From an optimization exercise on the open Yosys and OpenROAD flow, aimed at small area, a short achievable clock period and few clock cycles; shortcuts taken in it are not production practice.
No functional check of the RTL was part of any run shown here.

==> flow/design.v (outline; a module is shown in full before it is edited, if it fits) <==
// module FA: 10 lines
// module INV: 3 lines
// module NAND2: 3 lines
// module NOR2: 3 lines
// module XOR2: 3 lines
// module XNOR2: 3 lines
// module A21OI: 3 lines
// module O21AI: 3 lines
// module Bitblade: 1948 lines
// module Cfu: 58 lines
module Cfu (
  input               cmd_valid,
  output              cmd_ready,
  input      [9:0]    cmd_payload_function_id,
  input      [31:0]   cmd_payload_inputs_0,
  input      [31:0]   cmd_payload_inputs_1,
  output              rsp_valid,
  input               rsp_ready,
  output     [31:0]   rsp_payload_outputs_0,
  input               reset,
  input               clk
);
  // ...
==> flow/flow/run.sh <==
#!/bin/bash
# Standard layout, with the port buffers made from sky130_fd_sc_hd__buf_2 cells instead of
# the delay cells the flow picks by default.  make's output goes to
# standard.log; each tool's own log is under orfs/logs/.
set -euo pipefail
export BUFFER_PORTS_ARGS="-buffer_cell sky130_fd_sc_hd__buf_2"
bash standard.sh > standard.log 2>&1
==> flow/standard.sh <==
#!/bin/bash
# synth_recipe.tcl (not shown) runs the flow's synth.tcl, then flattens the netlist and writes it again
# the make line also repeats each setting of config.mk as NAME=value (left out here)
make -C /OpenROAD-flow-scripts/flow DESIGN_CONFIG=/design/flow/config.mk WORK_HOME=/design/flow/orfs CLKGATE_MAP_FILE= SYNTH_SCRIPT=/design/flow/synth_recipe.tcl "${@:-finish}"
==> flow/config.mk <==
export PLATFORM = sky130hd
export DESIGN_NAME = Cfu
export DESIGN_NICKNAME = Cfu
export VERILOG_FILES = /design/flow/design.v
export SDC_FILE = /design/flow/constraint.sdc
export NUM_CORES = 4
export LEC_CHECK = 0
export CAP_MARGIN = 20
export CORE_MARGIN = 2
export CORE_UTILIZATION = 40
export SETUP_SLACK_MARGIN = 1.5
export SLEW_MARGIN = 20
export SYNTH_HIERARCHICAL = 1
export SYNTH_MINIMUM_KEEP_SIZE = 0
==> flow/constraint.sdc <==
create_clock -name core_clock -period 13.5 [get_ports {clk}]
set_input_delay 2.7000 -clock core_clock [delete_from_list [all_inputs] [get_ports {clk}]]
set_output_delay 2.7000 -clock core_clock [all_outputs]
set_load 0.01 [all_outputs]
==> results.cfg, run 1 <==
[sta]
holdWs_ps = 472
period_share_pct = 86.2
max-slew-margin-rel_pct = 42.0

[yosys]
yosys.area.top_type_share_pct = 49.1
synth_warnings = 7
synth_cell_type_count = 41
synth-xor-area-share_pct = 3.27
yosysTopAreaCell = fa_1
synth_compound_area_share_pct = 5.64

[clock_network]
cts_resized = 1
root_buffer = clkbuf_16

[finish]
largest_reg_flops = 32
final_core_util_pct = 43.8
final_cell_area_um2 = 11500

[run_status]
status = no timing/DRC/antenna violations

[grt]
use_met2_pct = 37.5
busiest_layer = met2

[worst_setup_path]
cp_slowest_cell = fa_1
reg2reg_from = mode
critPathKind = input port to output pin
startpoint = cmd_payload_inputs_0[5]

[die]
num_rows = 59

[placed_design]
gp_congestion = 0.911

[routing]
routed_wl_mm = 29.5
==> inputs of run 2 (changes only) <==
--- a/flow/design.v
+++ b/flow/design.v
@@ -1708,277 +1708,229 @@
 A21OI u963 (.a(k914), .b(k910), .c(k913), .y(k963));
 wire k964;
 NAND2 u964 (.a(k914), .b(k911), .y(k964));
 wire k965;
 A21OI u965 (.a(k917), .b(k913), .c(k916), .y(k965));
 wire k966;
 NAND2 u966 (.a(k917), .b(k914), .y(k966));
 wire k967;
-A21OI u967 (.a(k920), .b(k916), .c(k919), .y(k967));
+INV u967 (.a(k901), .y(k967));
 wire k968;
-NAND2 u968 (.a(k920), .b(k917), .y(k968));
+INV u968 (.a(k902), .y(k968));
 wire k969;
-A21OI u969 (.a(k923), .b(k919), .c(k922), .y(k969));
+O21AI u969 (.a(k960), .b(k967), .c(k959), .y(k969));
 wire k970;
-NAND2 u970 (.a(k923), .b(k920), .y(k970));
+O21AI u970 (.a(k962), .b(k958), .c(k961), .y(k970));
 wire k971;
-A21OI u971 (.a(k926), .b(k922), .c(k925), .y(k971));
+O21AI u971 (.a(k964), .b(k959), .c(k963), .y(k971));
 wire k972;
-NAND2 u972 (.a(k926), .b(k923), .y(k972));
+NOR2 u972 (.a(k964), .b(k960), .y(k972));
 wire k973;
-A21OI u973 (.a(k929), .b(k925), .c(k928), .y(k973));
+O21AI u973 (.a(k966), .b(k961), .c(k965), .y(k973));
 wire k974;
-NAND2 u974 (.a(k929), .b(k926), .y(k974));
+NOR2 u974 (.a(k966), .b(k962), .y(k974));
 wire k975;
-A21OI u975 (.a(k932), .b(k928), .c(k931), .y(k975));
+A21OI u975 (.a(k972), .b(k901), .c(k971), .y(k975));
 wire k976;
-NAND2 u976 (.a(k932), .b(k929), .y(k976));
+INV u976 (.a(k958), .y(k976));
 wire k977;
-A21OI u977 (.a(k935), .b(k931), .c(k934), .y(k977));
+A21OI u977 (.a(k974), .b(k976), .c(k973), .y(k977));
 wire k978;
-NAND2 u978 (.a(k935), .b(k932), .y(k978));
+INV u978 (.a(k977), .y(k978));
 wire k979;
-A21OI u979 (.a(k938), .b(k934), .c(k937), .y(k979));
+A21OI u979 (.a(k920), .b(k978), .c(k919), .y(k979));
 wire k980;
-NAND2 u980 (.a(k938), .b(k935), .y(k980));
+A21OI u980 (.a(k923), .b(k919), .c(k922), .y(k980));
 wire k981;
-A21OI u981 (.a(k941), .b(k937), .c(k940), .y(k981));
+NAND2 u981 (.a(k923), .b(k920), .y(k981));
 wire k982;
-NAND2 u982 (.a(k941), .b(k938), .y(k982));
+A21OI u982 (.a(k926), .b(k922), .c(k925), .y(k982));
 wire k983;
-A21OI u983 (.a(k944), .b(k940), .c(k943), .y(k983));
+NAND2 u983 (.a(k926), .b(k923), .y(k983));
 wire k984;
-NAND2 u984 (.a(k944), .b(k941), .y(k984));
+A21OI u984 (.a(k929), .b(k925), .c(k928), .y(k984));
 wire k985;
-A21OI u985 (.a(k947), .b(k943), .c(k946), .y(k985));
+NAND2 u985 (.a(k929), .b(k926), .y(k985));
 wire k986;
-NAND2 u986 (.a(k947), .b(k944), .y(k986));
+A21OI u986 (.a(k932), .b(k928), .c(k931), .y(k986));
 wire k987;
-A21OI u987 (.a(k950), .b(k946), .c(k949), .y(k987));
+NAND2 u987 (.a(k932), .b(k929), .y(k987));
 wire k988;
-NAND2 u988 (.a(k950), .b(k947), .y(k988));
+A21OI u988 (.a(k935), .b(k931), .c(k934), .y(k988));
 wire k989;
-A21OI u989 (.a(k953), .b(k949), .c(k952), .y(k989));
+NAND2 u989 (.a(k935), .b(k932), .y(k989));
 wire k990;
-NAND2 u990 (.a(k953), .b(k950), .y(k990));
+A21OI u990 (.a(k938), .b(k934), .c(k937), .y(k990));
 wire k991;
-A21OI u991 (.a(k956), .b(k952), .c(k955), .y(k991));
+NAND2 u991 (.a(k938), .b(k935), .y(k991));
 wire k992;
-NAND2 u992 (.a(k956), .b(k953), .y(k992));
+A21OI u992 (.a(k941), .b(k937), .c(k940), .y(k992));
 wire k993;
-INV u993 (.a(k901), .y(k993));
+NAND2 u993 (.a(k941), .b(k938), .y(k993));
 wire k994;
-INV u994 (.a(k902), .y(k994));
+A21OI u994 (.a(k944), .b(k940), .c(k943), .y(k994));
 wire k995;
-O21AI u995 (.a(k960), .b(k993), .c(k959), .y(k995));
+NAND2 u995 (.a(k944), .b(k941), .y(k995));
 wire k996;
-O21AI u996 (.a(k962), .b(k958), .c(k961), .y(k996));
+A21OI u996 (.a(k947), .b(k943), .c(k946), .y(k996));
 wire k997;
-O21AI u997 (.a(k964), .b(k959), .c(k963), .y(k997));
+NAND2 u997 (.a(k947), .b(k944), .y(k997));
 wire k998;
-NOR2 u998 (.a(k964), .b(k960), .y(k998));
+A21OI u998 (.a(k950), .b(k946), .c(k949), .y(k998));
 wire k999;
-O21AI u999 (.a(k966), .b(k961), .c(k965), .y(k999));
+NAND2 u999 (.a(k950), .b(k947), .y(k999));
 wire k1000;
-NOR2 u1000 (.a(k966), .b(k962), .y(k1000));
+A21OI u1000 (.a(k953), .b(k949), .c(k952), .y(k1000));
 wire k1001;
-O21AI u1001 (.a(k968), .b(k963), .c(k967), .y(k1001));
+NAND2 u1001 (.a(k953), .b(k950), .y(k1001));
 wire k1002;
-NOR2 u1002 (.a(k968), .b(k964), .y(k1002));
+A21OI u1002 (.a(k956), .b(k952), .c(k955), .y(k1002));
 wire k1003;
-O21AI u1003 (.a(k970), .b(k965), .c(k969), .y(k1003));
+NAND2 u1003 (.a(k956), .b(k953), .y(k1003));
 wire k1004;
-NOR2 u1004 (.a(k970), .b(k966), .y(k1004));
+O21AI u1004 (.a(k981), .b(k977), .c(k980), .y(k1004));
 wire k1005;
-O21AI u1005 (.a(k972), .b(k967), .c(k971), .y(k1005));
+O21AI u1005 (.a(k983), .b(k979), .c(k982), .y(k1005));
 wire k1006;
-NOR2 u1006 (.a(k972), .b(k968), .y(k1006));
+O21AI u1006 (.a(k985), .b(k980), .c(k984), .y(k1006));
 wire k1007;
-O21AI u1007 (.a(k974), .b(k969), .c(k973), .y(k1007));
+NOR2 u1007 (.a(k985), .b(k981), .y(k1007));
 wire k1008;
-NOR2 u1008 (.a(k974), .b(k970), .y(k1008));
+O21AI u1008 (.a(k987), .b(k982), .c(k986), .y(k1008));
 wire k1009;
-O21AI u1009 (.a(k976), .b(k971), .c(k975), .y(k1009));
+NOR2 u1009 (.a(k987), .b(k983), .y(k1009));
 wire k1010;
-NOR2 u1010 (.a(k976), .b(k972), .y(k1010));
+O21AI u1010 (.a(k989), .b(k984), .c(k988), .y(k1010));
 wire k1011;
-O21AI u1011 (.a(k978), .b(k973), .c(k977), .y(k1011));
+NOR2 u1011 (.a(k989), .b(k985), .y(k1011));
 wire k1012;
-NOR2 u1012 (.a(k978), .b(k974), .y(k1012));
+O21AI u1012 (.a(k991), .b(k986), .c(k990), .y(k1012));
 wire k1013;
-O21AI u1013 (.a(k980), .b(k975), .c(k979), .y(k1013));
+NOR2 u1013 (.a(k991), .b(k987), .y(k1013));
 wire k1014;
-NOR2 u1014 (.a(k980), .b(k976), .y(k1014));
+O21AI u1014 (.a(k993), .b(k988), .c(k992), .y(k1014));
 wire k1015;
-O21AI u1015 (.a(k982), .b(k977), .c(k981), .y(k1015));
+NOR2 u1015 (.a(k993), .b(k989), .y(k1015));
 wire k1016;
-NOR2 u1016 (.a(k982), .b(k978), .y(k1016));
+O21AI u1016 (.a(k995), .b(k990), .c(k994), .y(k1016));
 wire k1017;
-O21AI u1017 (.a(k984), .b(k979), .c(k983), .y(k1017));
+NOR2 u1017 (.a(k995), .b(k991), .y(k1017));
 wire k1018;
-NOR2 u1018 (.a(k984), .b(k980), .y(k1018));
+O21AI u1018 (.a(k997), .b(k992), .c(k996), .y(k1018));
 wire k1019;
-O21AI u1019 (.a(k986), .b(k981), .c(k985), .y(k1019));
+NOR2 u1019 (.a(k997), .b(k993), .y(k1019));
 wire k1020;
-NOR2 u1020 (.a(k986), .b(k982), .y(k1020));
+O21AI u1020 (.a(k999), .b(k994), .c(k998), .y(k1020));
 wire k1021;
-O21AI u1021 (.a(k988), .b(k983), .c(k987), .y(k1021));
+NOR2 u1021 (.a(k999), .b(k995), .y(k1021));
 wire k1022;
-NOR2 u1022 (.a(k988), .b(k984), .y(k1022));
+O21AI u1022 (.a(k1001), .b(k996), .c(k1000), .y(k1022));
 wire k1023;
-O21AI u1023 (.a(k990), .b(k985), .c(k989), .y(k1023));
+NOR2 u1023 (.a(k1001), .b(k997), .y(k1023));
 wire k1024;
-NOR2 u1024 (.a(k990), .b(k986), .y(k1024));
+O21AI u1024 (.a(k1003), .b(k998), .c(k1002), .y(k1024));
 wire k1025;
-O21AI u1025 (.a(k992), .b(k987), .c(k991), .y(k1025));
+NOR2 u1025 (.a(k1003), .b(k999), .y(k1025));
 wire k1026;
-NOR2 u1026 (.a(k992), .b(k988), .y(k1026));
+INV u1026 (.a(k977), .y(k1026));
 wire k1027;
-A21OI u1027 (.a(k998), .b(k901), .c(k997), .y(k1027));
+A21OI u1027 (.a(k1007), .b(k1026), .c(k1006), .y(k1027));
 wire k1028;
-INV u1028 (.a(k958), .y(k1028));
+INV u1028 (.a(k979), .y(k1028));
 wire k1029;
-A21OI u1029 (.a(k1000), .b(k1028), .c(k999), .y(k1029));
+A21OI u1029 (.a(k1009), .b(k1028), .c(k1008), .y(k1029));
 wire k1030;
-A21OI u1030 (.a(k1002), .b(k995), .c(k1001), .y(k1030));
+A21OI u1030 (.a(k1011), .b(k1004), .c(k1010), .y(k1030));
 wire k1031;
-A21OI u1031 (.a(k1004), .b(k996), .c(k1003), .y(k1031));
+A21OI u1031 (.a(k1013), .b(k1005), .c(k1012), .y(k1031));
 wire k1032;
-A21OI u1032 (.a(k1006), .b(k997), .c(k1005), .y(k1032));
+A21OI u1032 (.a(k1015), .b(k1006), .c(k1014), .y(k1032));
 wire k1033;
-NAND2 u1033 (.a(k1006), .b(k998), .y(k1033));
+NAND2 u1033 (.a(k1015), .b(k1007), .y(k1033));
 wire k1034;
-A21OI u1034 (.a(k1008), .b(k999), .c(k1007), .y(k1034));
+A21OI u1034 (.a(k1017), .b(k1008), .c(k1016), .y(k1034));
 wire k1035;
-NAND2 u1035 (.a(k1008), .b(k1000), .y(k1035));
+NAND2 u1035 (.a(k1017), .b(k1009), .y(k1035));
 wire k1036;
-A21OI u1036 (.a(k1010), .b(k1001), .c(k1009), .y(k1036));
+A21OI u1036 (.a(k1019), .b(k1010), .c(k1018), .y(k1036));
 wire k1037;
-NAND2 u1037 (.a(k1010), .b(k1002), .y(k1037));
+NAND2 u1037 (.a(k1019), .b(k1011), .y(k1037));
 wire k1038;
-A21OI u1038 (.a(k1012), .b(k1003), .c(k1011), .y(k1038));
+A21OI u1038 (.a(k1021), .b(k1012), .c(k1020), .y(k1038));
 wire k1039;
-NAND2 u1039 (.a(k1012), .b(k1004), .y(k1039));
+NAND2 u1039 (.a(k1021), .b(k1013), .y(k1039));
 wire k1040;
-A21OI u1040 (.a(k1014), .b(k1005), .c(k1013), .y(k1040));
+A21OI u1040 (.a(k1023), .b(k1014), .c(k1022), .y(k1040));
 wire k1041;
-NAND2 u1041 (.a(k1014), .b(k1006), .y(k1041));
+NAND2 u1041 (.a(k1023), .b(k1015), .y(k1041));
 wire k1042;
-A21OI u1042 (.a(k1016), .b(k1007), .c(k1015), .y(k1042));
+A21OI u1042 (.a(k1025), .b(k1016), .c(k1024), .y(k1042));
 wire k1043;
-NAND2 u1043 (.a(k1016), .b(k1008), .y(k1043));
+NAND2 u1043 (.a(k1025), .b(k1017), .y(k1043));
 wire k1044;
-A21OI u1044 (.a(k1018), .b(k1009), .c(k1017), .y(k1044));
+O21AI u1044 (.a(k1033), .b(k977), .c(k1032), .y(k1044));
 wire k1045;
-NAND2 u1045 (.a(k1018), .b(k1010), .y(k1045));
+O21AI u1045 (.a(k1035), .b(k979), .c(k1034), .y(k1045));
 wire k1046;
-A21OI u1046 (.a(k1020), .b(k1011), .c(k1019), .y(k1046));
+INV u1046 (.a(k1004), .y(k1046));
 wire k1047;
-NAND2 u1047 (.a(k1020), .b(k1012), .y(k1047));
+O21AI u1047 (.a(k1037), .b(k1046), .c(k1036), .y(k1047));
 wire k1048;
-A21OI u1048 (.a(k1022), .b(k1013), .c(k1021), .y(k1048));
+INV u1048 (.a(k1005), .y(k1048));
 wire k1049;
-NAND2 u1049 (.a(k1022), .b(k1014), .y(k1049));
+O21AI u1049 (.a(k1039), .b(k1048), .c(k1038), .y(k1049));
 wire k1050;
-A21OI u1050 (.a(k1024), .b(k1015), .c(k1023), .y(k1050));
+O21AI u1050 (.a(k1041), .b(k1027), .c(k1040), .y(k1050));
 wire k1051;
-NAND2 u1051 (.a(k1024), .b(k1016), .y(k1051));
-wire k1052;
-A21OI u1052 (.a(k1026), .b(k1017), .c(k1025), .y(k1052));
+O21AI u1051 (.a(k1043), .b(k1029), .c(k1042), .y(k1051));
+wire S1052;
+assign S1052 = k903;
 wire k1053;
-NAND2 u1053 (.a(k1026), .b(k1018), .y(k1053));
+XOR2 u1053 (.a(k906), .b(k901), .y(k1053));
 wire k1054;
-INV u1054 (.a(k901), .y(k1054));
+XNOR2 u1054 (.a(k909), .b(k958), .y(k1054));
 wire k1055;
-INV u1055 (.a(k902), .y(k1055));
+XOR2 u1055 (.a(k912), .b(k969), .y(k1055));
 wire k1056;
-O21AI u1056 (.a(k1033), .b(k1054), .c(k1032), .y(k1056));
+XOR2 u1056 (.a(k915), .b(k970), .y(k1056));
 wire k1057;
-O21AI u1057 (.a(k1035), .b(k958), .c(k1034), .y(k1057));
+XNOR2 u1057 (.a(k918), .b(k975), .y(k1057));
 wire k1058;
-INV u1058 (.a(k995), .y(k1058));
+XNOR2 u1058 (.a(k921), .b(k977), .y(k1058));
 wire k1059;
-O21AI u1059 (.a(k1037), .b(k1058), .c(k1036), .y(k1059));
+XNOR2 u1059 (.a(k924), .b(k979), .y(k1059));
 wire k1060;
-INV u1060 (.a(k996), .y(k1060));
+XOR2 u1060 (.a(k927), .b(k1004), .y(k1060));
 wire k1061;
-O21AI u1061 (.a(k1039), .b(k1060), .c(k1038), .y(k1061));
+XOR2 u1061 (.a(k930), .b(k1005), .y(k1061));
 wire k1062;
-O21AI u1062 (.a(k1041), .b(k1027), .c(k1040), .y(k1062));
+XNOR2 u1062 (.a(k933), .b(k1027), .y(k1062));
 wire k1063;
-O21AI u1063 (.a(k1043), .b(k1029), .c(k1042), .y(k1063));
+XNOR2 u1063 (.a(k936), .b(k1029), .y(k1063));
 wire k1064;
-O21AI u1064 (.a(k1045), .b(k1030), .c(k1044), .y(k1064));
+XNOR2 u1064 (.a(k939), .b(k1030), .y(k1064));
 wire k1065;
-O21AI u1065 (.a(k1047), .b(k1031), .c(k1046), .y(k1065));
+XNOR2 u1065 (.a(k942), .b(k1031), .y(k1065));
 wire k1066;
-O21AI u1066 (.a(k1049), .b(k1032), .c(k1048), .y(k1066));
+XOR2 u1066 (.a(k945), .b(k1044), .y(k1066));
 wire k1067;
-NOR2 u1067 (.a(k1049), .b(k1033), .y(k1067));
+XOR2 u1067 (.a(k948), .b(k1045), .y(k1067));
 wire k1068;
-O21AI u1068 (.a(k1051), .b(k1034), .c(k1050), .y(k1068));
+XOR2 u1068 (.a(k951), .b(k1047), .y(k1068));
 wire k1069;
-NOR2 u1069 (.a(k1051), .b(k1035), .y(k1069));
+XOR2 u1069 (.a(k954), .b(k1049), .y(k1069));
 wire k1070;
-O21AI u1070 (.a(k1053), .b(k1036), .c(k1052), .y(k1070));
-wire k1071;
-NOR2 u1071 (.a(k1053), .b(k1037), .y(k1071));
-wire k1072;
-A21OI u1072 (.a(k1067), .b(k901), .c(k1066), .y(k1072));
-wire k1073;
-INV u1073 (.a(k958), .y(k1073));
-wire k1074;
-A21OI u1074 (.a(k1069), .b(k1073), .c(k1068), .y(k1074));
-wire k1075;
-A21OI u1075 (.a(k1071), .b(k995), .c(k1070), .y(k1075));
-wire S1076;
-assign S1076 = k903;
-wire k1077;
-XOR2 u1077 (.a(k906), .b(k901), .y(k1077));
-wire k1078;
-XNOR2 u1078 (.a(k909), .b(k958), .y(k1078));
-wire k1079;
-XOR2 u1079 (.a(k912), .b(k995), .y(k1079));
-wire k1080;
-XOR2 u1080 (.a(k915), .b(k996), .y(k1080));
-wire k1081;
-XNOR2 u1081 (.a(k918), .b(k1027), .y(k1081));
-wire k1082;
-XNOR2 u1082 (.a(k921), .b(k1029), .y(k1082));
-wire k1083;
-XNOR2 u1083 (.a(k924), .b(k1030), .y(k1083));
-wire k1084;
-XNOR2 u1084 (.a(k927), .b(k1031), .y(k1084));
-wire k1085;
-XOR2 u1085 (.a(k930), .b(k1056), .y(k1085));
-wire k1086;
-XOR2 u1086 (.a(k933), .b(k1057), .y(k1086));
-wire k1087;
-XOR2 u1087 (.a(k936), .b(k1059), .y(k1087));
-wire k1088;
-XOR2 u1088 (.a(k939), .b(k1061), .y(k1088));
-wire k1089;
-XOR2 u1089 (.a(k942), .b(k1062), .y(k1089));
-wire k1090;
-XOR2 u1090 (.a(k945), .b(k1063), .y(k1090));
-wire k1091;
-XOR2 u1091 (.a(k948), .b(k1064), .y(k1091));
-wire k1092;
-XOR2 u1092 (.a(k951), .b(k1065), .y(k1092));
-wire k1093;
-XNOR2 u1093 (.a(k954), .b(k1072), .y(k1093));
-wire k1094;
-XNOR2 u1094 (.a(k957), .b(k1074), .y(k1094));
-wire ck1095;
-assign ck1095 = ~k1075;
-wire [18:0] lo = {k1094, k1093, k1092, k1091, k1090, k1089, k1088, k1087, k1086, k1085, k1084, k1083, k1082, k1081, k1080, k1079, k1078, k1077, S1076};
+XOR2 u1070 (.a(k957), .b(k1050), .y(k1070));
+wire ck1071;
+assign ck1071 = k1051;
+wire [18:0] lo = {k1070, k1069, k1068, k1067, k1066, k1065, k1064, k1063, k1062, k1061, k1060, k1059, k1058, k1057, k1056, k1055, k1054, k1053, S1052};
 wire [12:0] inc = acc[31:19] + 1'b1;
-wire [31:0] sum = {ck1095 ? inc : acc[31:19], lo};
-wire [31:0] rspv = {(op3 & ck1095) ? inc : acc_m[31:19], op3 ? lo : acc_m[18:0]};
+wire [31:0] sum = {ck1071 ? inc : acc[31:19], lo};
+wire [31:0] rspv = {(op3 & ck1071) ? inc : acc_m[31:19], op3 ? lo : acc_m[18:0]};
 assign psum = sum[10:0];
 assign rsp = rspv;
 endmodule
 module Cfu (
   input               cmd_valid,
   output              cmd_ready,
   input      [9:0]    cmd_payload_function_id,
   input      [31:0]   cmd_payload_inputs_0,
==> results.cfg, run 2 <==
[yosys]
syn_inst = 1126
synth_ff_type = dfxtp_1
synthTopCellsByArea = fa_1, dfxtp_1, nand2_1, nand3_1, clkbuf_1
yosys.area.top_type_share_pct = 49.7
yosysMostFrequentCell = fa_1
synth_edf_count = 0
avgSynthCellArea_um2 = 9.40
async_flop_share_pct = 0
synth_cell_type_count = 40
synth_nets = 1481
seq_area_frac_synth_pct = 8.70
synth.top_cells.by_count = fa_1, nand2_1, nand3_1
syn_area_um2 = 10600
synth_warnings = 7
yosysTopAreaCell = fa_1
synth.ff_latch_count = 46

[finish]
diodes = 0
final_common_cell = fa_1
largest_reg_flops = 32
nets = 1490
reg_top3 = acc (32), ups (11)
final_core_util_pct = 43.4
syn_to_final_growth_pct = 6.74
post_route_cells_drive_above_1_share_pct = 16.3
mostFrequentLayoutCells = fa_1, nand2_1, nand3_1
top_register = acc

[routing]
post_drt_wl_per_cell_um = 18.9
routed_wl_mm = 27.8
remaining_drc_errors = 0
first_iter_violations = 536
antenna_left = 0
viasPerCell = 5.36
dr.pass1.iters = 5
routed-via-count = 7891

[sta]
rsz0062_at_grt = no
setup_viol = 0
max-slew-margin-rel_pct = 48.3
fmax_mhz = 86.2
fin_ws_ps = 1910
skew_ps = 11.5
slew_violations = 0
tns_ps = 0
period_share_pct = 85.9
tightest_slew_ps = 774
fin_crit_ps = 11590
hold_viol = 0

[worst_setup_path]
required_ps = 10800
crit_family = adder cells
rr_worst_depth = 19
critPathArrivalTime_ps = 8890
cp_slowest_cell = fa_1
endpoint_kind = output pin
worstPathBufferInverterCount = 2
critPathMaxFanout = 17
path_cells = buf_2 -> nand2_1 -> fa_1 -> fa_1 -> fa_1 -> fa_1 -> or2_2 -> fa_1 -> fa_1 -> fa_1 -> fa_1 -> fa_1 -> nand2_1 -> nand2_1 -> o21ai_1 -> a21oi_2 -> o21ai_1 -> and2_4 -> nor2_1 -> a31oi_1 -> buf_2
path_common_cell = fa_1
cp_num_cells = 21
start_kind = input port
cpPeakStageDelay_ps = 490
critPathKind = input port to output pin

[clock_network]
cts_tree = done
clkLatencyLatePin_ps = 300
post-cts-setup-buffers = 0
cts_sinks = 46
cts_resized = 0
cts_buffers = 5
root_buffer = clkbuf_16
clk_pin_slew_ps = 70
hold_buffers = 0
clockBufferDepth = 2
htreeDepth = 2

[grt]
antenna_found_initial = 2
grt_overflow_total = 0
grt_pass1_vias = 8614
grt.total_usage_pct = 21.3
grt_pass1_wl_mm = 46.3
grt_max_degree = 161

[job]
maxCapViolCount = 0

[die]
initial_core_util_pct = 40.6
core_um2 = 26100
die_x_um = 167
ioPinCount = 112
die_area_um2 = 27800
die_h_um = 167
num_rows = 59

[placed_design]
dp_slack_ps = 1640
port_buffers = 105
gp_congestion = 0.913
dp_hpwl_mm = 24.2

[run_status]
status = no timing/DRC/antenna violations

[min_path]
holdPathStages = 2
hold_path_class = register to register
## run 2: worst register-to-register path, stage by stage, from the launching register on
cell and delay (ps):
dfxtp_1 470, nor2_4 200, buf_12 430, nand3_1 350, fa_1 560, fa_1 640, fa_1 470, fa_1 520
fa_1 430, fa_1 400, fa_1 520, fa_1 470, nor2_1 230, a21oi_2 60, o21ai_1 290, a21oi_2 80
o21ai_1 210, and2_4 280, nor2_1 60, a31oi_1 220
## run 2: metal layers
layer | wire, um | track usage, % | vias to the layer above | part of all wire [%]
li1 | - | - | 3534 | -
met1 | 11800 | 29.3 | 4018 | 42
met2 | 13200 | 34.7 | 276 | 47
met3 | 1870 | 3.68 | 59 | 6.7
met4 | 947 | 6.71 | 4 | 3.4
met5 | 31 | 0 | - | 0.11
## run 2: logic make-up (layout without fill, tap and decap cells)
group           Yosys count  after routing  share of synthesized area, %
fa+ha+maj               277            277                          51.4
compound gates           75             75                          4.93
simple gates            478            478                          21.7
mux                      31             31                          3.16
flops                    46             46                          8.70
xor+xnor                 40             40                          3.31
buf+inv                 179            189                          6.85
## run 2: layout make-up
| cell class | count | area [um2] |
|---|---|---|
| fillers | 2574 | 14800 |
| well taps | 335 | 419 |
| inverters | 73 | 274 |
| clock buffers | 5 | 125 |
| repair buffers | 108 | 561 |
| clock inverters | 3 | 45.0 |
| flip-flops and latches | 46 | 921 |
| multi-input cells | 901 | 8960 |
## run 2: path summary, 6_finish.rpt
path	startpoint	end	slack, ps
max reg2reg	mode	acc[29]	6490
min reg2reg	ups[8]	ups[8]	470
min	ups[8]	ups[8]	470
max	cmd_payload_inputs_0[13]	rsp_payload_outputs_0[29]	1910
## run 2: stage by stage
step                hold WS (ps)  cells  instance area, um2
floorplan                    444   1126               10600
global placement             455   1463               11100
detailed placement           462   1463               11100
CTS                          471   1471               11300
global route                 496   1471               11300
finish                       470   1471               11300
## run 2: Yosys stat by module (local to each module, per instance), excerpt
| module | copies in the design | cell area (um2) |
|---|---|---|
| A21OI | 30 | 8.76 |
| Cfu | 1 | 1610 |
| Bitblade | 1 | 2720 |
| INV | 7 | 3.75 |
| FA | 263 | 20.0 |
| XOR2 | 29 | 8.76 |
| XNOR2 | 8 | 8.76 |
| NAND2 | 40 | 3.75 |

[what the ideal ports hide]
How much do the figures lean on ideal ports? The routed layouts below were timed once more, with nothing changed but the port constraints. Step 1 sets driving cells, clkbuf_16 on the clock port and buf_2 on the other inputs (assumed; they add their load-dependent delay and slew). Step 2 moves the port delays by t, midway between the first and last clock arrival at a register: inputs arrive t later, outputs are due t later. That takes back most of the time a late clock gives input paths. Slacks: ideal ports / drivers / drivers and shift; pairs: ideal ports / drivers.
run | shift t [ns] | setup WS [ns] | worst hold slack (ns) | worst setup path at the end | worst data-port slew with drivers (ns)
run 1 | 0.335 | 1.861 / 1.841 / 1.841 | 0.472 / 0.472 / 0.472 | input to output | 0.04
run 2 | 0.327 | 1.905 / 1.876 / 1.876 | 0.470 / 0.470 / 0.470 | input to output | 0.04
After both steps setup and hold are still met in every run listed. The setup slack of run 2, which loses most, moves by -0.029 ns with the drivers and by -0.029 ns with both steps.
